From an optimization exercise on the open Yosys and OpenROAD flow, aimed at small area and a short achievable clock period; shortcuts taken in it are not production practice. Only simulation tests tie the RTL to the original design; equivalence was not proved. Power and IR drop assume default switching activity.

## flow/design.v (module list and top-level ports; edited modules follow where they fit)
// module dsp_27x27u: 2799 lines
// module mul_fa: 10 lines
// module mul_g0001: 8 lines
// module mul_g1010: 8 lines
// module mul_g1110: 8 lines
// module mul_p001: 7 lines
// module mul_p110: 7 lines
// module mul_x3: 8 lines
// module mul_mj: 8 lines
module dsp_27x27u #(
    parameter LATENCY = 2,
    parameter AX_WIDTH = 27,
    parameter AY_WIDTH = 27,
    parameter RESULT_A_WIDTH = 54
) (
    input   clock,
    input   resetn,
    input   ivalid,
    input   iready,
    output  ovalid,
    output  oready,
    input [AX_WIDTH-1:0] ax,
    input [AY_WIDTH-1:0] ay,
    output [RESULT_A_WIDTH-1:0] resulta
);
  // ...
==> flow/run.sh <==
#!/bin/bash
# synth_recipe.tcl (not shown) runs the flow's synth.tcl, then flattens the netlist and writes it again
# the make line also repeats each setting of config.mk as NAME=value (left out here)
make -C /OpenROAD-flow-scripts/flow DESIGN_CONFIG=/design/flow/config.mk WORK_HOME=/design/flow/orfs CLKGATE_MAP_FILE= SYNTH_SCRIPT=/design/flow/synth_recipe.tcl finish
==> flow/config.mk <==
export PLATFORM = sky130hd
export DESIGN_NAME = dsp_27x27u
export DESIGN_NICKNAME = dsp_27x27u
export VERILOG_FILES = /design/flow/design.v
export SDC_FILE = /design/flow/constraint.sdc
export NUM_CORES = 4
export LEC_CHECK = 0
export CAP_MARGIN = 20
export CORE_MARGIN = 2
export CORE_UTILIZATION = 45
export SETUP_SLACK_MARGIN = 4.55
export SLEW_MARGIN = 20
export SYNTH_HIERARCHICAL = 1
export SYNTH_MINIMUM_KEEP_SIZE = 0
==> flow/constraint.sdc <==
create_clock -name core_clock -period 8.5 [get_ports {clock}]
set_input_delay 1.7000 -clock core_clock [delete_from_list [all_inputs] [get_ports {clock}]]
set_output_delay 1.7000 -clock core_clock [all_outputs]
set_load 0.01 [all_outputs]
==> key figures, run 1 <==
STA
  • Final Setup Violations: 0
  • RSZ-0062 raised after global routing: yes
  • F_max: 248 MHz

Yosys
  • Post-synth EDFFs: 0
  • Synth cell types: 32
  • Most common cell in the synthesized netlist: xnor2_1
  • Most common library cells after synthesis: 312 x xnor2_1, 224 x a221oi_1, 224 x a22o_1
  • Compound-gate portion of the synthesized area: 25.8%
  • Multiplexer area fraction after synthesis: 0.403%
  • Post-Synth Simple-Gate Area: 3.46%

Placed design
  • Worst slack, placed: 3.86 ns
  • DP Area: 23800 um^2
  • Input/output buffers: 108

Pwr
  • Main power group: combinational cells
  • Clock group: 0.818 mW
  • Pleak: 10.3 nW
  • Sequential Power: 1.83 mW
  • Comb pwr share: 77.5%

Layout
  • Commonest non-fill, non-tap cell in the layout: xnor2_1
  • Antenna cell count: 0
  • Final Core Density: 52.2%
  • Sequential portion of the cell area: 15.8%

Route
  • Routed met3 length: 8670 um
  • WL final: 74400 um
  • Initial DRC count: a little over 2k
  • WL/cell: 25.6 um
  • Top layer in use: met4

Floorplan
  • Die Wd: 227 um

Critical path
  • Top delay family on crit path: compound AO/OA/AOI/OAI gates
  • Worst Path Buf+Inv: 3

Global route
  • Initial antenna violation count: 0
  • Met1 GRT Util: 38.3%

CTS
  • CTS tree: built
  • Post-CTS Setup Bufs: 39
  • Clock sink count: 196

Status
  • Outcome: no timing/DRC/antenna violations

Flow run
  • Max-Cap Viols: 0
==> inputs of run 2 (changes only) <==
--- a/flow/config.mk
+++ b/flow/config.mk
@@ -10,3 +10,3 @@
 export CORE_UTILIZATION = 45
-export SETUP_SLACK_MARGIN = 4.55
+export SETUP_SLACK_MARGIN = 5.0
 export SLEW_MARGIN = 20
@@ -14 +14,2 @@
 export SYNTH_MINIMUM_KEEP_SIZE = 0
+export TNS_END_PERCENT = 5
==> run 2 against run 1 <==
Compared with the run above: still clean on timing, DRC and antenna; clock power grew 0.6%; die area is the same; via count shrank 0.41%; clock skew grew 0.0018 ns; area after synthesis is the same; largest power group unchanged.
==> key figures, run 2 <==
Floorplan
  • I/O pins: 114 (unchanged)
  • Die ar.: 51500 um^2 (unchanged)
  • Die Span Y: 227 um (unchanged)
  • Die Wd: 227 um (unchanged)
  • Rows: 81 (unchanged)
  • Initial core utilization: 45.7% (unchanged)
  • Core area: 49000 um^2 (unchanged)

Global route
  • Vias in the first global route: 18.3k (was 18.4k)
  • Pin count of the biggest net entering global routing: 57 (was 34)
  • GRT overflow: 0 (unchanged)
  • First-pass GRT wire length: 112000 um (about the same)
  • Initial antenna violation count: 0 (unchanged)
  • GRT Total Usage: 28.7% (was 28.9%)

Placed design
  • Placed Instances: 2819 (was 2817)
  • Worst slack, placed: 3.93 ns (was 3.86 ns)
  • RePlAce Congestion: 0.927 (was 0.937)
  • Input/output buffers: 108 (unchanged)
  • HPWL after DPL: 48800 um (about the same)

Yosys
  • Fraction of registers with async set/reset: 0% (unchanged)
  • Most common library cells after synthesis: 312 x xnor2_1, 224 x a221oi_1, 224 x a22o_1 (unchanged)
  • Post-Synth Simple-Gate Area: 3.46% (unchanged)
  • Sequential-to-total area share from yosys stat: 17.5% (unchanged)
  • Compound-gate portion of the synthesized area: 25.8% (unchanged)
  • Synth cell types: 32 (unchanged)
  • Area leader, netlist: dfxtp_1 (unchanged)
  • Avg Cell Area, Syn: 10.0 um^2 (unchanged)
  • Adder-cell area share of the yosys netlist: 23.8% (unchanged)
  • Post-synth EDFFs: 0 (unchanged)
  • Register bit total from synthesis: 196 (unchanged)
  • Post-synth top flop: dfxtp_1 (unchanged)
  • Post-Synthesis Cells: 2231 (unchanged)
  • Synth Area in XOR/XNOR: 22.8% (unchanged)
  • Most common cell in the synthesized netlist: xnor2_1 (unchanged)
  • Mapped cell area: 22400 um^2 (unchanged)
  • Main combinational cell family by area after synthesis: compound AO/OA/AOI/OAI gates (unchanged)
  • Share of the synthesized area in the top cell type: 17.5% (unchanged)
  • Dominant cells by area after synthesis: dfxtp_1 18%, xnor2_1 12%, fa_1 9.8% (unchanged)
  • Yosys Warn Count: 8 (unchanged)
  • Multiplexer area fraction after synthesis: 0.403% (unchanged)

Route
  • WL final: 74000 um (was 74400 um)
  • Number of vias per cell: 6.40 (about the same)
  • Post-DRT Antenna Nets: 0 (unchanged)
  • Initial DRC count: 2089 (was 2022)
  • 1st-pass router iterations: 8 (was 6)
  • DRC viols: 0 (unchanged)
  • Vias: 18.5k (was 18.6k)
  • WL/cell: 25.6 um (about the same)

Critical path
  • Critical R2R Launch: xr[21] (was xr[20])
  • Setup crit start kind: flip-flop (unchanged)
  • RR Endpoint: pr24 (was pr25)
  • Required time worst endpoint: 6.80 ns (about the same)
  • FF-to-FF setup slack: 4.51 ns (was 4.63 ns)
  • Arr. time, crit path: 2.34 ns (was 2.33 ns)
  • CP Capture Type: primary output (unchanged)
  • CP max FO: 3 (unchanged)
  • Crit path kind: reg2out (unchanged)
  • Path depth of the worst reg2reg path: 10 (unchanged)

Layout
  • Max FFs per register: 29 (unchanged)
  • Commonest non-fill, non-tap cell in the layout: xnor2_1 (unchanged)
  • Fin nets: 2550 (was 2562)
  • Final cell count without fillers: 2891 (was 2902)
  • Share of cells above drive strength 1: 23.4% (was 25.0%)
  • Area grow syn2layout: 13.4% (was 14.2%)
  • Regs by FF count: x3r (29), xr (26), lowr (13) (unchanged)
  • Most flops, register: x3r (unchanged)
  • Final Core Density: 51.8% (was 52.2%)
  • Commonest non-fill, non-tap cells in the layout: 311 x xnor2_1, 224 x a22o_1, 221 x a221oi_1 (was 311 x xnor2_1, 224 x a22o_1, 222 x a221oi_1)

STA
  • Final setup margin: 4.46 ns (was 4.47 ns)
  • RSZ-0062 raised after global routing: yes (unchanged)
  • Final Setup Violations: 0 (unchanged)
  • Final hold violation count: 0 (unchanged)
  • F_max: 248 MHz (about the same)
  • Final worst path period need: 4.04 ns (was 4.03 ns)
  • Setup TNS: 0 ns (unchanged)
  • Final Cycle Share: 47.5% (was 47.4%)
  • Worst Max-Slew Pin Slew: 1.00 ns (was 0.847 ns)
  • Relative max-transition margin: 33.1% (was 43.5%)
  • Worst hold slack: 0.892 ns (was 0.771 ns)
  • Max Transition Viols Final: 0 (unchanged)
  • Final Skew: 0.0193 ns (was 0.0175 ns)

Pwr
  • Switching power: 5.04 mW (about the same)
  • Sw frac: 43.0% (was 42.8%)
  • Peak VDD IR: 0.255 mV (was 0.254 mV)
  • Clock Power Share: 7.0% (about the same)
  • Comb pwr share: 77.7% (was 77.5%)
  • PwrDens: 463 nW/um^2 (was 460 nW/um^2)
  • Pint: 6.69 mW (was 6.72 mW)
  • Pleak: 10.2 nW (was 10.3 nW)
  • Flop pwr share: 15.3% (was 15.5%)

CTS
  • Root Driver: clkbuf_16 (unchanged)
  • Post-CTS Hold Buffers: 0 (unchanged)
  • Max H-tree Level: 4 (unchanged)
  • Clock sink count: 196 (unchanged)
  • Total CTS buffers: 17 (unchanged)
  • Clock transition at the registers of the reported paths: 0.08 ns (about the same)
  • Longest Clk Path Bufs: 2 (unchanged)
  • Clock latency on the worst-skew pair: 0.48 ns (about the same)
  • CTS tree: built (unchanged)

Min path
  • HP Class: reg2reg (unchanged)
  • Hold Path Stages: 4 (was 1)
  • HP Start: x3r[0] (was negr[0])
  • Hold endpoint: lowr[0] (unchanged)

Flow run
  • Max-Cap Viols: 0 (unchanged)

Status
  • Outcome: no timing/DRC/antenna violations (unchanged)
[run 2: cell count changes in the layout (fill, tap and decap cells not counted), sizes merged]
cell / before / now
clkbuf: 26 / 19
buf: 133 / 114
clkdlybuf4s50: 71 / 73
dlymetal6s2s: 0 / 1
diode: 0 / 1
clkinvlp: 2 / 3
clkdlybuf4s15: 3 / 4
dlygate4sd2: 8 / 17
[run 2: kinds of logic after synthesis]
group / count (synthesis)
buffers and inverters: 357
AND/OR/NAND/NOR: 179
AO/OA/AOI/OAI: 693
other: 1
adder cells (fa/ha/maj): 368
XOR/XNOR: 429
flip-flops: 196
multiplexers: 8
[run 2: per-module statistics from Yosys (local to each module, per instance)]
module,cells inside,flip-flops and latches
dsp_27x27u,1626,196
mul_fa,1,0
mul_g0001,1,0
mul_g1010,2,0
mul_g1110,1,0
mul_mj,1,0
mul_p001,1,0
mul_p110,1,0
mul_x3,1,0
[run 2: worst max path at each step]
stage	startpoint	end	slack, ns	depth (start not counted)
final	pr22	resulta[51]	4.46	9
after global routing	pr24	resulta[40]	4.37	10
after CTS	lowr[12]	resulta[42]	4.45	11
after detailed placement	lowr[12]	resulta[42]	3.93	9
after global placement	lowr[12]	resulta[42]	3.92	9
after floorplan	fourr[5]	pr33	4.95	11
[run 2: area by class of cell]
type / count / area [um^2]
clock inverter: 15 / 196
tap: 664 / 831
timing repair buffer: 211 / 1830
inverter: 108 / 414
clock buffer: 17 / 425
sequential: 196 / 4000
multi-input combinational: 1679 / 17700
fill: 4418 / 23600
antenna: 1 / 2.50
[run 2: repair_timing]
action                     in CTS  in global routing
pin swaps                      49                 16
gates resized for setup       255                 18
setup endpoints to repair     107                108
buffers inserted               39                  0
[run 2: critical path, cell delays in order, from the launching register on]
cell,delay (ns)
dfxtp_4,0.37
a21oi_4,0.20
o21ai_4,0.12
a21oi_4,0.21
o21ai_2,0.11
a21oi_2,0.20
o21ai_4,0.10
buf_4,0.14
xor2_1,0.14
dlygate4sd2_1,0.28
[run 2: metrics by stage]
| stage | cell area (um^2) | power [mW] |
|---|---|---|
| final | 25300 | 11.7 |
| after detailed placement | 23800 | 10.4 |
| after global routing | 25300 | 12.7 |
| after floorplan | 22400 | 8.02 |
| after CTS | 25300 | 11.7 |
| after global placement | 23800 | 10.3 |
[run 2: power by group through the flow]
| stage | registers [mW] | clock network (mW) | logic (mW) |
|---|---|---|---|
| after CTS | 1.76 | 0.848 | 9.13 |
| final | 1.79 | 0.823 | 9.12 |
| after global placement | 1.73 | 0 | 8.61 |
| after global routing | 1.81 | 0.875 | 10.1 |
| after floorplan | 1.55 | 0 | 6.48 |
| after detailed placement | 1.73 | 0 | 8.64 |
[run 2: layer usage]
metal	vias to the layer above	GRT usage, %	wire length, um
li1	8132	-	-
met1	8956	38.8	30700
met2	1162	42.0	31300
met3	247	9.19	8870
met4	0	12.5	3210
met5	-	0	0
==> inputs of run 3 (changes only) <==
--- a/flow/config.mk
+++ b/flow/config.mk
@@ -9,4 +9,4 @@
 export CORE_MARGIN = 2
-export CORE_UTILIZATION = 45
-export SETUP_SLACK_MARGIN = 5.0
+export CORE_UTILIZATION = 60
+export SETUP_SLACK_MARGIN = 4.8
 export SLEW_MARGIN = 20
@@ -14,2 +14,2 @@
 export SYNTH_MINIMUM_KEEP_SIZE = 0
-export TNS_END_PERCENT = 5
+export TNS_END_PERCENT = 10
==> run 3 against run 2 <==
Compared with the run above: sequential power about the same; critical path type unchanged; synthesized cell count unchanged; critical path depth up 2; largest power group unchanged; first-iteration DRC count up 11%; combinational power about the same; hold slack better by 0.031 ns.
==> key figures, run 3 <==
Yosys
  • Most common library cells after synthesis: 312 x xnor2_1, 224 x a221oi_1, 224 x a22o_1 (unchanged)
  • Fraction of registers with async set/reset: 0% (unchanged)
  • Most common cell in the synthesized netlist: xnor2_1 (unchanged)
  • Dominant cells by area after synthesis: dfxtp_1 18%, xnor2_1 12%, fa_1 9.8% (unchanged)
  • Post-synth top flop: dfxtp_1 (unchanged)
  • Mapped cell area: 22400 um^2 (unchanged)
  • Post-Synthesis Cells: 2231 (unchanged)
  • Post-synth EDFFs: 0 (unchanged)
  • Area leader, netlist: dfxtp_1 (unchanged)
  • Avg Cell Area, Syn: 10.0 um^2 (unchanged)
  • Share of the synthesized area in the top cell type: 17.5% (unchanged)
  • Yosys Warn Count: 8 (unchanged)
  • Synth cell types: 32 (unchanged)
  • Sequential-to-total area share from yosys stat: 17.5% (unchanged)
  • Register bit total from synthesis: 196 (unchanged)

Flow run
  • Max-Cap Viols: 0 (unchanged)

CTS
  • Clock transition at the registers of the reported paths: 0.07 ns (was 0.08 ns)
  • Root Driver: clkbuf_16 (unchanged)
  • Clock latency on the worst-skew pair: 0.46 ns (was 0.48 ns)
  • Total CTS buffers: 17 (unchanged)
  • CTS tree: built (unchanged)
  • Longest Clk Path Bufs: 2 (unchanged)
  • Clock sink count: 196 (unchanged)
  • Max H-tree Level: 4 (unchanged)

Global route
  • Pin count of the biggest net entering global routing: 57 (unchanged)
  • Initial antenna violation count: 0 (unchanged)
  • GRT Total Usage: 36.5% (was 28.7%)
  • Vias in the first global route: 18.7k (was 18.3k)
  • First-pass GRT wire length: 108000 um (was 112000 um)
  • GRT overflow: 0 (unchanged)

Pwr
  • Flop pwr share: 15.5% (was 15.3%)
  • Switching power: 5.05 mW (was 5.04 mW)
  • Final Total Pwr: 11.8 mW (was 11.7 mW)
  • Clock Power Share: 6.9% (was 7.0%)
  • Comb pwr share: 77.6% (was 77.7%)
  • Peak VDD IR: 0.384 mV (was 0.255 mV)
  • Pint: 6.71 mW (was 6.69 mW)
  • PwrDens: 467 nW/um^2 (was 463 nW/um^2)
  • Sw frac: 43.0% (about the same)
  • Pleak: 10.3 nW (was 10.2 nW)

Critical path
  • Crit path cell chain: a21oi_4 > o21ai_4 > a21oi_2 > buf_4 > o21ai_4 > buf_4 > a21oi_4 > inv_2 > a21oi_2 > xnor2_2 > buf_2 (was a21oi_4 > o21ai_4 > a21oi_4 > o21ai_2 > a21oi_2 > o21ai_4 > buf_4 > xor2_1 > dlygate4sd2_1)
  • Arr. time, crit path: 2.35 ns (was 2.34 ns)
  • Highest-delay cell along the critical path: dfxtp_4 (unchanged)
  • Crit-path max cell delay: 0.38 ns (was 0.37 ns)
  • CP max FO: 3 (unchanged)
  • Setup crit start kind: flip-flop (unchanged)
  • Required time worst endpoint: 6.80 ns (about the same)
  • Path depth of the worst reg2reg path: 10 (unchanged)
  • CP Capture Type: primary output (unchanged)
  • Crit path kind: reg2out (unchanged)

Layout
  • Antenna cell count: 0 (was 1)
  • Area grow syn2layout: 12.5% (was 13.4%)
  • Most flops, register: x3r (unchanged)
  • Sequential cell area: 4020 um^2 (was 4000 um^2)
  • Commonest non-fill, non-tap cell in the layout: xnor2_1 (unchanged)
  • Commonest non-fill, non-tap cells in the layout: 311 x xnor2_1, 224 x a22o_1, 224 x a221oi_1 (was 311 x xnor2_1, 224 x a22o_1, 221 x a221oi_1)
  • Share of cells above drive strength 1: 23.8% (was 23.4%)
  • Fillers: 2832 (was 4418)
  • Area of the multi-input gates: 17700 um^2 (about the same)
  • Regs by FF count: x3r (29), xr (26), lowr (13) (unchanged)
  • Max FFs per register: 29 (unchanged)
  • Final cell count without fillers: 2704 (was 2891)
  • Final Cell Area: 25200 um^2 (was 25300 um^2)
  • Fin nets: 2560 (was 2550)
  • Final Core Density: 68.6% (was 51.8%)

Placed design
  • HPWL after DPL: 47100 um (was 48800 um)
  • DP Area: 23500 um^2 (was 23800 um^2)
  • RePlAce Congestion: 0.940 (was 0.927)
  • Placed Instances: 2619 (was 2819)
  • Worst slack, placed: 3.84 ns (was 3.93 ns)
  • Input/output buffers: 108 (unchanged)

Route
  • Vias: 18.8k (was 18.5k)
  • WL/cell: 26.5 um (was 25.6 um)
  • Initial DRC count: 2313 (was 2089)
  • WL final: 71600 um (was 74000 um)
  • Number of vias per cell: 6.97 (was 6.40)
  • 1st-pass router iterations: 8 (unchanged)
  • Post-DRT Antenna Nets: 0 (unchanged)
  • DRC viols: 0 (unchanged)

STA
  • Final Setup Violations: 0 (unchanged)
  • Relative max-transition margin: 30.9% (was 33.1%)
  • Setup TNS: 0 ns (unchanged)
  • Final hold violation count: 0 (unchanged)
  • Final setup margin: 4.45 ns (was 4.46 ns)
  • Final Skew: 0.0240 ns (was 0.0193 ns)
  • F_max: 247 MHz (was 248 MHz)
  • Final Cycle Share: 47.6% (was 47.5%)
  • Worst Max-Slew Pin Slew: 1.04 ns (was 1.00 ns)
  • Final worst path period need: 4.05 ns (was 4.04 ns)
  • RSZ-0062 raised after global routing: yes (unchanged)
  • Worst hold slack: 0.923 ns (was 0.892 ns)
  • Max Transition Viols Final: 0 (unchanged)

Min path
  • HP Class: reg2reg (unchanged)
  • Hold Path Stages: 4 (unchanged)

Floorplan
  • Initial core utilization: 60.9% (was 45.7%)
  • Core area: 36700 um^2 (was 49000 um^2)
  • Die Wd: 197 um (was 227 um)
  • Die Span Y: 197 um (was 227 um)
  • Rows: 70 (was 81)
  • I/O pins: 114 (unchanged)
  • Die ar.: 38800 um^2 (was 51500 um^2)

Status
  • Outcome: no timing/DRC/antenna violations (unchanged)
-- run 3: final cells by class --
class / instances / share of cell area (%)
Clock buffer: 18 / 1.75
Sequential cell: 196 / 16.0
Multi-Input combinational cell: 1679 / 70.3
Clock inverter: 14 / 0.696
Inverter: 108 / 1.61
Timing Repair Buffer: 221 / 7.39
Tap cell: 468 / 2.33
-- run 3: Yosys stat by module (local to each module, per instance), excerpt --
module	cells inside	area, um^2
mul_g0001	1	8.76
dsp_27x27u	1626	15100
mul_fa	1	20.0
mul_g1110	1	5.00
mul_x3	1	23.8
mul_p110	1	3.75
mul_mj	1	11.3
mul_p001	1	3.75
-- run 3: cell families after synthesis --
| kind of cell | Yosys count | synth area share [%] |
|---|---|---|
| compound gates | 693 | 25.8 |
| xor+xnor | 429 | 22.8 |
| fa+ha+maj | 368 | 23.8 |
| buf+inv | 357 | 6.18 |
| flops | 196 | 17.5 |
| mux | 8 | 0.403 |
| other cells | 1 | 0.0168 |
| simple gates | 179 | 3.46 |
-- run 3: power by group through the flow --
stage                     logic, mW  registers, mW  clock network (mW)
after floorplan                6.47           1.55                   0
final                          9.12           1.82               0.815
after detailed placement       8.59           1.74                   0
after global placement         8.51           1.73                   0
after global routing           9.94           1.83               0.873
after CTS                      9.04           1.78               0.836
-- run 3: worst max-delay path: cells and delay by family (launching register included) --
family                 cells  cell delay (ns)
AO/OA/AOI/OAI              6             0.89
XOR/XNOR                   1             0.12
buffers and inverters      4             0.50
flip-flops                 1             0.38
-- run 3: metal layers --
layer	vias up	part of all wire, %	global-route usage (%)
met5	-	0	0
met4	0	4.8	17.9
met3	278	13	11.6
met2	1344	43	54.7
met1	9057	39	47.6
li1	8159	-	-
-- run 3: final timing paths --
kind | start | end | slack [ns]
min | x3r[0] | lowr[0] | 0.92
max | pr20 | resulta[38] | 4.45
max reg2reg | xr[21] | pr24 | 4.56
min reg2reg | x3r[0] | lowr[0] | 0.92
-- run 3: what timing repair did --
action | CTS | global route
cloned | 0 | 0
buffers inserted | 46 | 7
endpoints found under the hold margin | 0 | 0
pin swaps | 58 | 25
gates resized for setup | 273 | 25
endpoints found under the setup margin | 93 | 83
hold buffers | 0 | 0
==> inputs of run 4 (changes only) <==
--- a/flow/config.mk
+++ b/flow/config.mk
@@ -9,3 +9,3 @@
 export CORE_MARGIN = 2
-export CORE_UTILIZATION = 60
+export CORE_UTILIZATION = 45
 export SETUP_SLACK_MARGIN = 4.8
==> run 4 against run 3 <==
Compared with the run above: non-clock buffer count is 6 lower; die area up 33%; clock-buffer cell count stayed put; sequential share of layout area shrank 0.15 points; synthesized cell count did not move; first-iteration DRC count fell by 7.8%; sequential power about the same; critical endpoint is now resulta[29]; utilization is 17 points lower; area after synthesis did not move; setup slack better by 0.038 ns; clock power hardly changed.
==> key figures, run 4 <==
Yosys
  • Yosys Warn Count: 8 (unchanged)
  • Synth cell types: 32 (unchanged)
  • Post-synth EDFFs: 0 (unchanged)
  • Dominant cells by area after synthesis: dfxtp_1 18%, xnor2_1 12%, fa_1 9.8% (unchanged)
  • Post-synth top flop: dfxtp_1 (unchanged)
  • Most common cell in the synthesized netlist: xnor2_1 (unchanged)
  • Mapped cell area: 22400 um^2 (unchanged)
  • Avg Cell Area, Syn: 10.0 um^2 (unchanged)
  • Register bit total from synthesis: 196 (unchanged)
  • Share of the synthesized area in the top cell type: 17.5% (unchanged)
  • Post-Synthesis Cells: 2231 (unchanged)
  • Fraction of registers with async set/reset: 0% (unchanged)
  • Sequential-to-total area share from yosys stat: 17.5% (unchanged)
  • Area leader, netlist: dfxtp_1 (unchanged)
  • Most common library cells after synthesis: 312 x xnor2_1, 224 x a221oi_1, 224 x a22o_1 (unchanged)

Global route
  • Pin count of the biggest net entering global routing: 34 (was 57)
  • Vias in the first global route: 18.4k (was 18.7k)
  • First-pass GRT wire length: 112000 um (was 108000 um)
  • Initial antenna violation count: 0 (unchanged)
  • GRT overflow: 0 (unchanged)
  • GRT Total Usage: 28.9% (was 36.5%)

Critical path
  • Required time worst endpoint: 6.80 ns (about the same)
  • Crit path cell chain: a21oi_4 > o21ai_4 > a21oi_4 > o21ai_2 > a21oi_2 > xnor2_1 > clkdlybuf4s50_1 (was a21oi_4 > o21ai_4 > a21oi_2 > buf_4 > o21ai_4 > buf_4 > a21oi_4 > inv_2 > a21oi_2 > xnor2_2 > buf_2)
  • Setup crit start kind: flip-flop (unchanged)
  • Highest-delay cell along the critical path: clkdlybuf4s50_1 (was dfxtp_4)
  • CP max FO: 2 (was 3)
  • Crit-path max cell delay: 0.57 ns (was 0.38 ns)
  • Cell mode on critical path: a21oi_4
  • Critical R2R Launch: xr[22] (was xr[21])
  • CP startpoint: gr15 (was pr20)
  • CP Capture Type: primary output (unchanged)
  • Crit path kind: reg2out (unchanged)
  • Arr. time, crit path: 2.31 ns (was 2.35 ns)

Layout
  • Regs by FF count: x3r (29), xr (26), lowr (13) (unchanged)
  • Commonest non-fill, non-tap cell in the layout: xnor2_1 (unchanged)
  • Fillers: 4391 (was 2832)
  • Antenna cell count: 0 (unchanged)
  • Area grow syn2layout: 13.8% (was 12.5%)
  • Share of cells above drive strength 1: 24.3% (was 23.8%)
  • Sequential cell area: 4030 um^2 (was 4020 um^2)
  • Fin nets: 2554 (was 2560)
  • Commonest non-fill, non-tap cells in the layout: 309 x xnor2_1, 224 x a22o_1, 219 x a221oi_1 (was 311 x xnor2_1, 224 x a22o_1, 224 x a221oi_1)
  • Area of the multi-input gates: 17700 um^2 (about the same)
  • Most flops, register: x3r (unchanged)
  • Max FFs per register: 29 (unchanged)

Route
  • DRC viols: 0 (unchanged)
  • Initial DRC count: 2132 (was 2313)
  • Vias: 18.4k (was 18.8k)
  • 1st-pass router iterations: 6 (was 8)
  • Post-DRT Antenna Nets: 0 (unchanged)
  • WL/cell: 25.6 um (was 26.5 um)
  • WL final: 74000 um (was 71600 um)
  • Number of vias per cell: 6.37 (was 6.97)

CTS
  • Root Driver: clkbuf_16 (unchanged)
  • Total CTS buffers: 17 (unchanged)
  • Clock transition at the registers of the reported paths: 0.08 ns (was 0.07 ns)
  • Max H-tree Level: 4 (unchanged)
  • Longest Clk Path Bufs: 2 (unchanged)
  • Clock sink count: 196 (unchanged)
  • Clock latency on the worst-skew pair: 0.48 ns (was 0.46 ns)
  • CTS tree: built (unchanged)

Min path
  • HP Start: negr[0] (was x3r[0])
  • HP Class: reg2reg (unchanged)

Status
  • Outcome: no timing/DRC/antenna violations (unchanged)

STA
  • Final Cycle Share: 47.2% (was 47.6%)
  • F_max: 249 MHz (was 247 MHz)
  • Relative max-transition margin: 43.5% (was 30.9%)
  • Final Setup Violations: 0 (unchanged)
  • Max Transition Viols Final: 0 (unchanged)
  • Worst Max-Slew Pin Slew: 0.846 ns (was 1.04 ns)
  • Final worst path period need: 4.01 ns (was 4.05 ns)
  • Final Skew: 0.0169 ns (was 0.0240 ns)
  • Setup TNS: 0 ns (unchanged)
  • Worst hold slack: 0.773 ns (was 0.923 ns)
  • Final hold violation count: 0 (unchanged)
  • RSZ-0062 raised after global routing: yes (unchanged)

Placed design
  • HPWL after DPL: 48800 um (was 47100 um)
  • RePlAce Congestion: 0.937 (was 0.940)
  • Input/output buffers: 108 (unchanged)

Floorplan
  • Rows: 81 (was 70)
  • Die Wd: 227 um (was 197 um)
  • Die ar.: 51500 um^2 (was 38800 um^2)
  • Initial core utilization: 45.7% (was 60.9%)
  • Die Span Y: 227 um (was 197 um)
  • Core area: 49000 um^2 (was 36700 um^2)
  • I/O pins: 114 (unchanged)

Pwr
  • Pleak: 10.2 nW (was 10.3 nW)
  • Peak VDD IR: 0.253 mV (was 0.384 mV)
  • PwrDens: 459 nW/um^2 (was 467 nW/um^2)

Flow run
  • Max-Cap Viols: 0 (unchanged)
run 4: power by group:
part / leakage (nW) / switching, mW / internal, mW
clock: 0.292 / 0.410 / 0.406
sequential: 1.65 / 0.409 / 1.40
combinational: 8.27 / 4.17 / 4.89
run 4: Yosys stat by module, one instance, submodules excluded:
module / flip-flops and latches / cells inside
mul_x3: 0 / 1
mul_p001: 0 / 1
mul_p110: 0 / 1
mul_mj: 0 / 1
mul_g1110: 0 / 1
mul_fa: 0 / 1
mul_g0001: 0 / 1
mul_g1010: 0 / 2
dsp_27x27u: 196 / 1626
run 4: what timing repair did:
action | 4_1_cts | 5_1_grt
hold buffers | 0 | 0
pin swaps | 54 | 20
endpoints found under the setup margin | 91 | 92
resized for setup | 272 | 47
setup buffers | 41 | 4
run 4: area by class of cell:
class	instances	area share (%)
repair buffers	215	7.35
inverters	108	1.64
flip-flops and latches	196	15.8
clock buffers	18	1.73
clock inverters	14	0.688
multi-input cells	1679	69.5
well taps	664	3.26
run 4: metrics by stage:
stage,std cells,instance area [um^2],utilization [%],setup WS [ns],power (mW)
after floorplan,2232,22400,-,4.89,8.02
after global placement,2817,23800,48.6,3.85,10.3
after detailed placement,2817,23800,48.6,3.86,10.3
after CTS,2890,25300,51.7,4.46,11.7
after global routing,2894,25400,52.0,4.38,12.7
final,2894,25400,52.0,4.49,11.7
run 4: cells by family after synthesis:
group,count (synthesis),share of synthesized area [%]
simple gates,179,3.46
flops,196,17.5
fa+ha+maj,368,23.8
other cells,1,0.0168
buf+inv,357,6.18
mux,8,0.403
compound gates,693,25.8
xor+xnor,429,22.8
run 4: worst max-delay path, delay by kind of cell, from the launching register on:
| kind | cells | cell delay (ns) |
|---|---|---|
| XOR/XNOR | 1 | 0.16 |
| buffers and inverters | 1 | 0.57 |
| AO/OA/AOI/OAI | 5 | 0.79 |
| flip-flops | 1 | 0.34 |
run 4: path summary, 6_finish.rpt:
path	to	slack, ns	cells past startpoint
worst max-delay path	resulta[29]	4.49	7
worst min-delay path	lowr[0]	0.77	1
worst max register to register	pr25	4.60	10
worst min register to register	lowr[0]	0.77	1
run 4: per-layer routing:
| layer | wire length [um] | GRT usage [%] | part of all wire [%] |
|---|---|---|---|
| met4 | 3410 | 14.0 | 4.6 |
| met2 | 31200 | 42.2 | 42 |
| met1 | 30900 | 38.6 | 42 |
| met5 | 0 | 0 | 0 |
| met3 | 8500 | 8.97 | 11 |
==> inputs of run 5 (changes only) <==
==> flow/flow/run.sh (new file) <==
#!/bin/bash
# Standard layout, with each tool's output kept in a log here.
set -e
bash standard.sh > standard.log 2>&1
==> flow/standard.sh (new file) <==
#!/bin/bash
# synth_recipe.tcl (not shown) runs the flow's synth.tcl, then flattens the netlist and writes it again
# the make line also repeats each setting of config.mk as NAME=value (left out here)
make -C /OpenROAD-flow-scripts/flow DESIGN_CONFIG=/design/flow/config.mk WORK_HOME=/design/flow/orfs CLKGATE_MAP_FILE= SYNTH_SCRIPT=/design/flow/synth_recipe.tcl "${@:-finish}"
removed: flow/run.sh
==> run 5 against run 4 <==
Compared with the run above: power stayed put; clock-buffer cell count stayed put; combinational power hardly changed; fmax stayed put; area after synthesis stayed put; global-route usage stayed put; first-iteration DRC count stayed put; clock power hardly changed; synthesized cell count stayed put; final area stayed put; critical endpoint unchanged; non-clock buffer count stayed put.
==> key figures, run 5 <==
Yosys
  • Share of the synthesized area in the top cell type: 17.5% (unchanged)
  • Mapped cell area: 22400 um^2 (unchanged)
  • Post-Synthesis Cells: 2231 (unchanged)
  • Sequential-to-total area share from yosys stat: 17.5% (unchanged)
  • Register bit total from synthesis: 196 (unchanged)
  • Most common cell in the synthesized netlist: xnor2_1 (unchanged)
  • Post-synth EDFFs: 0 (unchanged)
  • Area leader, netlist: dfxtp_1 (unchanged)
  • Avg Cell Area, Syn: 10.0 um^2 (unchanged)
  • Post-synth top flop: dfxtp_1 (unchanged)
  • Dominant cells by area after synthesis: dfxtp_1 18%, xnor2_1 12%, fa_1 9.8% (unchanged)
  • Most common library cells after synthesis: 312 x xnor2_1, 224 x a221oi_1, 224 x a22o_1 (unchanged)
  • Synth cell types: 32 (unchanged)
  • Yosys Warn Count: 8 (unchanged)
  • Fraction of registers with async set/reset: 0% (unchanged)

Critical path
  • RR Endpoint: pr25 (unchanged)
  • CP Capture Type: primary output (unchanged)
  • Top delay family on crit path: compound AO/OA/AOI/OAI gates (unchanged)
  • Crit path kind: reg2out (unchanged)
  • CP max FO: 2 (unchanged)
  • Highest-delay cell along the critical path: clkdlybuf4s50_1 (unchanged)
  • Critical R2R Launch: xr[22] (unchanged)
  • Arr. time, crit path: 2.31 ns (about the same)
  • Cell mode on critical path: a21oi_4 (unchanged)
  • Path depth of the worst reg2reg path: 10 (unchanged)
  • Required time worst endpoint: 6.80 ns (about the same)
  • Setup crit start kind: flip-flop (unchanged)
  • Crit path cell chain: a21oi_4 > o21ai_4 > a21oi_4 > o21ai_2 > a21oi_2 > xnor2_1 > clkdlybuf4s50_1 (unchanged)
  • Worst Path Buf+Inv: 1 (unchanged)
  • FF-to-FF setup slack: 4.60 ns (about the same)
  • Crit-path max cell delay: 0.57 ns (about the same)

STA
  • Final hold violation count: 0 (unchanged)
  • Worst Max-Slew Pin Slew: 0.846 ns (unchanged)
  • Max Transition Viols Final: 0 (unchanged)
  • Relative max-transition margin: 43.5% (unchanged)
  • Final setup margin: 4.49 ns (unchanged)
  • Final Cycle Share: 47.2% (unchanged)
  • F_max: 249 MHz (unchanged)
  • RSZ-0062 raised after global routing: yes (unchanged)
  • Setup TNS: 0 ns (unchanged)
  • Final worst path period need: 4.01 ns (unchanged)
  • Final Skew: 0.0169 ns (unchanged)
  • Final Setup Violations: 0 (unchanged)

Route
  • WL/cell: 25.6 um (unchanged)
  • Number of vias per cell: 6.37 (unchanged)
  • DRC viols: 0 (unchanged)
  • Vias: 18.4k (unchanged)
  • Initial DRC count: 2132 (unchanged)
  • Post-DRT Antenna Nets: 0 (unchanged)
  • 1st-pass router iterations: 6 (unchanged)
  • WL final: 74000 um (unchanged)

Min path
  • Hold Path Stages: 1 (unchanged)
  • HP Class: reg2reg (unchanged)
  • HP Start: negr[0] (unchanged)
  • Hold endpoint: lowr[0] (unchanged)

Layout
  • Commonest non-fill, non-tap cell in the layout: xnor2_1 (unchanged)
  • Fin nets: 2554 (unchanged)
  • Fillers: 4391 (unchanged)
  • Antenna cell count: 0 (unchanged)
  • Share of cells above drive strength 1: 24.3% (unchanged)
  • Commonest non-fill, non-tap cells in the layout: 309 x xnor2_1, 224 x a22o_1, 219 x a221oi_1 (unchanged)
  • Area of the multi-input gates: 17700 um^2 (unchanged)
  • Most flops, register: x3r (unchanged)
  • Sequential cell area: 4030 um^2 (unchanged)
  • Area grow syn2layout: 13.8% (unchanged)
  • Regs by FF count: x3r (29), xr (26), lowr (13) (unchanged)
  • Max FFs per register: 29 (unchanged)
  • Final Cell Area: 25400 um^2 (unchanged)

Placed design
  • RePlAce Congestion: 0.937 (unchanged)
  • DP Area: 23800 um^2 (unchanged)
  • Input/output buffers: 108 (unchanged)
  • HPWL after DPL: 48800 um (unchanged)
  • Worst slack, placed: 3.86 ns (unchanged)

CTS
  • Post-CTS Hold Buffers: 0 (unchanged)
  • Longest Clk Path Bufs: 2 (unchanged)
  • Clock sink count: 196 (unchanged)
  • Clock transition at the registers of the reported paths: 0.08 ns (about the same)
  • Total CTS buffers: 17 (unchanged)
  • Root Driver: clkbuf_16 (unchanged)
  • CTS tree: built (unchanged)
  • Clock latency on the worst-skew pair: 0.48 ns (about the same)
  • Max H-tree Level: 4 (unchanged)

Global route
  • Vias in the first global route: 18.4k (unchanged)
  • GRT overflow: 0 (unchanged)
  • Pin count of the biggest net entering global routing: 34 (unchanged)
  • Initial antenna violation count: 0 (unchanged)
  • GRT Total Usage: 28.9% (unchanged)
  • First-pass GRT wire length: 112000 um (unchanged)

Floorplan
  • Core area: 49000 um^2 (unchanged)
  • Die ar.: 51500 um^2 (unchanged)
  • Die Wd: 227 um (unchanged)
  • Rows: 81 (unchanged)
  • I/O pins: 114 (unchanged)
  • Initial core utilization: 45.7% (unchanged)
  • Die Span Y: 227 um (unchanged)

Flow run
  • Max-Cap Viols: 0 (unchanged)

Pwr
  • Pleak: 10.2 nW (unchanged)
  • Peak VDD IR: 0.253 mV (unchanged)
  • PwrDens: 459 nW/um^2 (unchanged)

Status
  • Outcome: no timing/DRC/antenna violations (unchanged)
-- run 5: cell counts after synthesis --
Identical to the previous run, type by type.
-- run 5: per-module statistics from Yosys (local to each module, per instance) --
module      cell area (um^2)  flip-flops and latches  copies in the design
mul_x3                  23.8                       0                    89
mul_g0001               8.76                       0                   123
mul_fa                  20.0                       0                   110
mul_p110                3.75                       0                    47
mul_g1010               12.5                       0                     1
mul_mj                  11.3                       0                    89
mul_g1110               5.00                       0                    72
dsp_27x27u             15100                     196                     1
mul_p001                3.75                       0                    73
-- run 5: stage by stage --
step / std cells / utilization, % / total power [mW] / hold slack (ns)
2_1_floorplan: 2232 / - / 8.02 / 0.614
3_3_place_gp: 2817 / 48.6 / 10.3 / 0.892
3_5_place_dp: 2817 / 48.6 / 10.3 / 0.893
4_1_cts: 2890 / 51.7 / 11.7 / 0.917
5_1_grt: 2894 / 52.0 / 12.7 / 0.822
6_report: 2894 / 52.0 / 11.7 / 0.773
-- run 5: metal layers --
metal,share of wire [%],up-vias,track usage (%)
li1,-,8138,-
met3,11,259,8.97
met2,42,1125,42.2
met5,0,-,0
met1,42,8911,38.6
met4,4.6,0,14.0
-- run 5: area by class of cell --
| cell class | instances | area share, % |
|---|---|---|
| clock buffers | 18 | 1.73 |
| clock inverters | 14 | 0.688 |
| inverters | 108 | 1.64 |
| multi-input cells | 1679 | 69.5 |
| flip-flops and latches | 196 | 15.8 |
| well taps | 664 | 3.26 |
| repair buffers | 215 | 7.35 |
-- run 5: worst max path at each step --
| stage | from | endpoint | slack [ns] | cells after the start |
|---|---|---|---|---|
| global route | pr40 | resulta[48] | 4.38 | 10 |
| finish | gr15 | resulta[29] | 4.49 | 7 |
| detailed placement | ax[8] | x3r[20] | 3.86 | 9 |
| floorplan | xr[23] | pr28 | 4.89 | 11 |
| CTS | gr15 | resulta[38] | 4.46 | 11 |
| global placement | ax[6] | x3r[20] | 3.85 | 9 |
-- run 5: what timing repair did --
action | CTS | global route
setup endpoints to repair | 91 | 92
resized for setup | 272 | 47
pin swaps | 54 | 20
buffers inserted | 41 | 4
-- run 5: cell families (layout without fill, tap and decap cells) --
kind of cell             after synthesis  in the layout  synth area share (%)
buffers and inverters                357            355                  6.18
AND/OR/NAND/NOR                      179            179                  3.46
AO/OA/AOI/OAI                        693            693                  25.8
flip-flops                           196            196                  17.5
XOR/XNOR                             429            429                  22.8
other                                  1              2                0.0168
multiplexers                           8              8                 0.403
adder cells (fa/ha/maj)              368            368                  23.8
-- run 5: worst reg2reg max path: cells and delay by family, from the launching register on --
family	cells	cell delay, ns
flops	1	0.30
compound gates	2	0.61
buf+inv	1	0.24
xor+xnor	3	1.06
fa+ha+maj	4	1.57
-- run 5: where the power goes --
part	switching, mW	leakage (nW)	total, mW	internal [mW]
Clock	0.410	0.292	0.817	0.406
Sequential	0.409	1.65	1.81	1.40
Combinational	4.17	8.27	9.06	4.89
==> inputs of run 6 (changes only) <==
==> flow/flow/run.sh (replaced) <==
#!/bin/bash
# The standard layout (standard.sh), except that the buffers on the ports are
# plain buffers (buf_2) rather than the delay cells the default picks.
# make's output goes to standard.log; each ORFS step keeps its own log under orfs/logs.
set -euo pipefail
bash standard.sh finish "BUFFER_PORTS_ARGS=-buffer_cell sky130_fd_sc_hd__buf_2" > standard.log 2>&1
==> run 6 against run 5 <==
Compared with the run above: still clean on timing, DRC and antenna; clock power decreased by 0.6%; via count decreased by 0.11%; hold slack improved by 0.13 ns; routed wire length increased by 0.86%; fmax increased by 0.83%; clock skew increased by 0.0027 ns; utilization decreased by 1.6 points; largest cell class unchanged; largest power group unchanged.
==> key figures, run 6 <==
Status
  • Outcome: no timing/DRC/antenna violations (unchanged)

Yosys
  • Mapped cell area: 22400 um^2 (unchanged)
  • Post-synth top flop: dfxtp_1 (unchanged)
  • Area leader, netlist: dfxtp_1 (unchanged)
  • Post-synth EDFFs: 0 (unchanged)
  • Avg Cell Area, Syn: 10.0 um^2 (unchanged)
  • Synth cell types: 32 (unchanged)
  • Yosys Warn Count: 8 (unchanged)
  • Dominant cells by area after synthesis: dfxtp_1 18%, xnor2_1 12%, fa_1 9.8% (unchanged)
  • Share of the synthesized area in the top cell type: 17.5% (unchanged)
  • Fraction of registers with async set/reset: 0% (unchanged)
  • Register bit total from synthesis: 196 (unchanged)
  • Post-Synthesis Cells: 2231 (unchanged)
  • Most common library cells after synthesis: 312 x xnor2_1, 224 x a221oi_1, 224 x a22o_1 (unchanged)
  • Sequential-to-total area share from yosys stat: 17.5% (unchanged)
  • Most common cell in the synthesized netlist: xnor2_1 (unchanged)

STA
  • Relative max-transition margin: 29.8% (was 43.5%)
  • Final worst path period need: 3.98 ns (was 4.01 ns)
  • F_max: 251 MHz (was 249 MHz)
  • Max Transition Viols Final: 0 (unchanged)
  • Setup TNS: 0 ns (unchanged)
  • Final Skew: 0.0196 ns (was 0.0169 ns)
  • Final Cycle Share: 46.8% (was 47.2%)
  • Final hold violation count: 0 (unchanged)
  • Worst hold slack: 0.906 ns (was 0.773 ns)
  • RSZ-0062 raised after global routing: yes (unchanged)
  • Worst Max-Slew Pin Slew: 1.05 ns (was 0.846 ns)
  • Final setup margin: 4.52 ns (was 4.49 ns)
  • Final Setup Violations: 0 (unchanged)

Pwr
  • Pleak: 10.0 nW (was 10.2 nW)
  • Comb pwr share: 77.3% (was 77.5%)
  • Switching power: 5.00 mW (was 4.99 mW)
  • Pint: 6.47 mW (was 6.69 mW)
  • Clock Power Share: 7.1% (was 7.0%)
  • Peak VDD IR: 0.238 mV (was 0.253 mV)
  • Final Total Pwr: 11.5 mW (was 11.7 mW)
  • PwrDens: 465 nW/um^2 (was 459 nW/um^2)
  • Sw frac: 43.6% (was 42.7%)
  • Flop pwr share: 15.6% (was 15.5%)

Route
  • Vias: 18.4k (about the same)
  • DRC viols: 0 (unchanged)
  • 1st-pass router iterations: 7 (was 6)
  • Number of vias per cell: 6.41 (was 6.37)
  • Post-DRT Antenna Nets: 0 (unchanged)
  • WL/cell: 26.0 um (was 25.6 um)
  • Initial DRC count: 2086 (was 2132)
  • WL final: 74700 um (was 74000 um)

Critical path
  • Crit path kind: reg2out (unchanged)
  • CP Capture Type: primary output (unchanged)
  • Required time worst endpoint: 6.80 ns (about the same)
  • Top delay family on crit path: simple AND/OR/NAND/NOR gates (was compound AO/OA/AOI/OAI gates)
  • CP max FO: 3 (was 2)
  • Crit-path max cell delay: 0.40 ns (was 0.57 ns)
  • Setup crit start kind: flip-flop (unchanged)
  • Worst Path Buf+Inv: 1 (unchanged)
  • Arr. time, crit path: 2.28 ns (was 2.31 ns)
  • Crit path cell chain: nand2_2 > nor2_4 > nand2_1 > nor2_4 > nand2_1 > o21ai_4 > a21oi_2 > xnor2_1 > buf_2 (was a21oi_4 > o21ai_4 > a21oi_4 > o21ai_2 > a21oi_2 > xnor2_1 > clkdlybuf4s50_1)
  • Highest-delay cell along the critical path: dfxtp_2 (was clkdlybuf4s50_1)

Layout
  • Regs by FF count: x3r (29), xr (26), lowr (13) (unchanged)
  • Final Cell Area: 24700 um^2 (was 25400 um^2)
  • Max FFs per register: 29 (unchanged)
  • Commonest non-fill, non-tap cells in the layout: 312 x xnor2_1, 224 x a22o_1, 224 x a221oi_1 (was 309 x xnor2_1, 224 x a22o_1, 219 x a221oi_1)
  • Commonest non-fill, non-tap cell in the layout: xnor2_1 (unchanged)
  • Most flops, register: x3r (unchanged)
  • Area grow syn2layout: 10.3% (was 13.8%)
  • Final cell count without fillers: 2871 (was 2894)
  • Antenna cell count: 0 (unchanged)
  • Fin nets: 2531 (was 2554)
  • Share of cells above drive strength 1: 26.6% (was 24.3%)
  • Final Core Density: 50.4% (was 52.0%)

Floorplan
  • Die Span Y: 227 um (unchanged)
  • Core area: 49000 um^2 (unchanged)
  • I/O pins: 114 (unchanged)
  • Initial core utilization: 45.7% (unchanged)
  • Die ar.: 51500 um^2 (unchanged)
  • Die Wd: 227 um (unchanged)
  • Rows: 81 (unchanged)

Global route
  • GRT overflow: 0 (unchanged)
  • Initial antenna violation count: 0 (unchanged)
  • Pin count of the biggest net entering global routing: 57 (was 34)
  • GRT Total Usage: 28.6% (was 28.9%)
  • First-pass GRT wire length: 111000 um (was 112000 um)
  • Vias in the first global route: 18.0k (was 18.4k)

Placed design
  • RePlAce Congestion: 0.973 (was 0.937)
  • HPWL after DPL: 49000 um (was 48800 um)
  • DP Area: 23200 um^2 (was 23800 um^2)
  • Placed Instances: 2819 (was 2817)
  • Input/output buffers: 108 (unchanged)
  • Worst slack, placed: 4.14 ns (was 3.86 ns)

Flow run
  • Max-Cap Viols: 0 (unchanged)

CTS
  • Clock sink count: 196 (unchanged)
  • Clock transition at the registers of the reported paths: 0.08 ns (about the same)
  • Total CTS buffers: 17 (unchanged)
  • Clock latency on the worst-skew pair: 0.48 ns (about the same)
  • Longest Clk Path Bufs: 2 (unchanged)
  • Root Driver: clkbuf_16 (unchanged)
  • CTS tree: built (unchanged)
  • Max H-tree Level: 4 (unchanged)

Min path
  • HP Class: reg2reg (unchanged)
[run 6: routing by layer]
layer  GRT usage, %  part of all wire (%)  up-vias
li1               -                     -     8092
met1           38.8                    42     8964
met2           42.5                    42     1126
met3           9.25                    12      231
met4           10.5                   3.9        0
met5              0                     0        -
[run 6: area by class of cell]
cell class | count | area, um^2
fill | 4495 | 24300
multi-input combinational | 1679 | 17600
sequential | 196 | 4000
timing repair buffer | 192 | 1190
tap | 664 | 831
clock buffer | 18 | 429
inverter | 108 | 412
clock inverter | 14 | 180
[run 6: worst paths after layout]
path / from / end / slack (ns) / cells after the start
worst max-delay path: pr32 / resulta[46] / 4.52 / 9
worst min-delay path: x3r[0] / lowr[0] / 0.91 / 4
worst max register to register: negr[0] / pr26 / 4.53 / 7
worst min register to register: x3r[0] / lowr[0] / 0.91 / 4
[run 6: kinds of logic after synthesis]
group           Yosys count  synth area share, %
other cells               1               0.0168
fa+ha+maj               368                 23.8
simple gates            179                 3.46
flops                   196                 17.5
buf+inv                 357                 6.18
compound gates          693                 25.8
xor+xnor                429                 22.8
mux                       8                0.403
[run 6: what timing repair did]
| action | 4_1_cts | 5_1_grt |
|---|---|---|
| pin swaps | 22 | 29 |
| gates resized for setup | 117 | 74 |
| setup buffers | 15 | 5 |
| setup endpoints to repair | 84 | 81 |
| hold buffers | 0 | 0 |
[run 6: power groups by stage]
stage | clock, mW | sequential [mW] | combinational, mW
2_1_floorplan | 0 | 1.55 | 6.47
3_3_place_gp | 0 | 1.72 | 8.31
3_5_place_dp | 0 | 1.73 | 8.34
4_1_cts | 0.832 | 1.73 | 8.81
5_1_grt | 0.864 | 1.80 | 9.86
6_report | 0.812 | 1.79 | 8.87
[run 6: modules after synthesis (local to each module, per instance), excerpt]
module / cells / area (um^2) / flip-flops and latches / copies in the design
dsp_27x27u: 1626 / 15100 / 196 / 1
mul_fa: 1 / 20.0 / 0 / 110
mul_g0001: 1 / 8.76 / 0 / 123
mul_g1010: 2 / 12.5 / 0 / 1
mul_g1110: 1 / 5.00 / 0 / 72
mul_mj: 1 / 11.3 / 0 / 89
mul_p001: 1 / 3.75 / 0 / 73
mul_x3: 1 / 23.8 / 0 / 89
[run 6: tightest hold or removal path, delay by kind of cell (launching register included)]
kind            cells  cell delay (ns)
buf+inv             1             0.24
fa+ha+maj           1             0.14
xor+xnor            1             0.06
compound gates      1             0.12
flops               1             0.30

[what the ideal ports hide]
In the flow no input, the clock included, has a driving cell. The finished layouts below were timed again as built, in two steps. Step 1 sets driving cells, clkbuf_16 on the clock port and buf_2 on the other inputs (assumed; they add their load-dependent delay and slew). Step 2 times the ports against the registers' clock, not the clock port: input delays grow and output delays shrink by t, the midpoint of the rising clock arrivals with the driver on. Three values: no drivers, after step 1, after step 2; two values: the first two.
run	shift t [ns]	slack for setup (ns)	worst slew at a driven data input, ns
run 1	0.524	4.471 / 4.416 / 4.299	0.04
run 2	0.521	4.463 / 4.408 / 4.168	0.04
run 3	0.514	4.450 / 4.390 / 4.131	0.04
run 4	0.522	4.488 / 4.433 / 4.155	0.04
run 5	0.522	4.488 / 4.433 / 4.155	0.04
run 6	0.524	4.521 / 4.464 / 4.254	0.04
After both steps setup and hold are still met in every run listed.
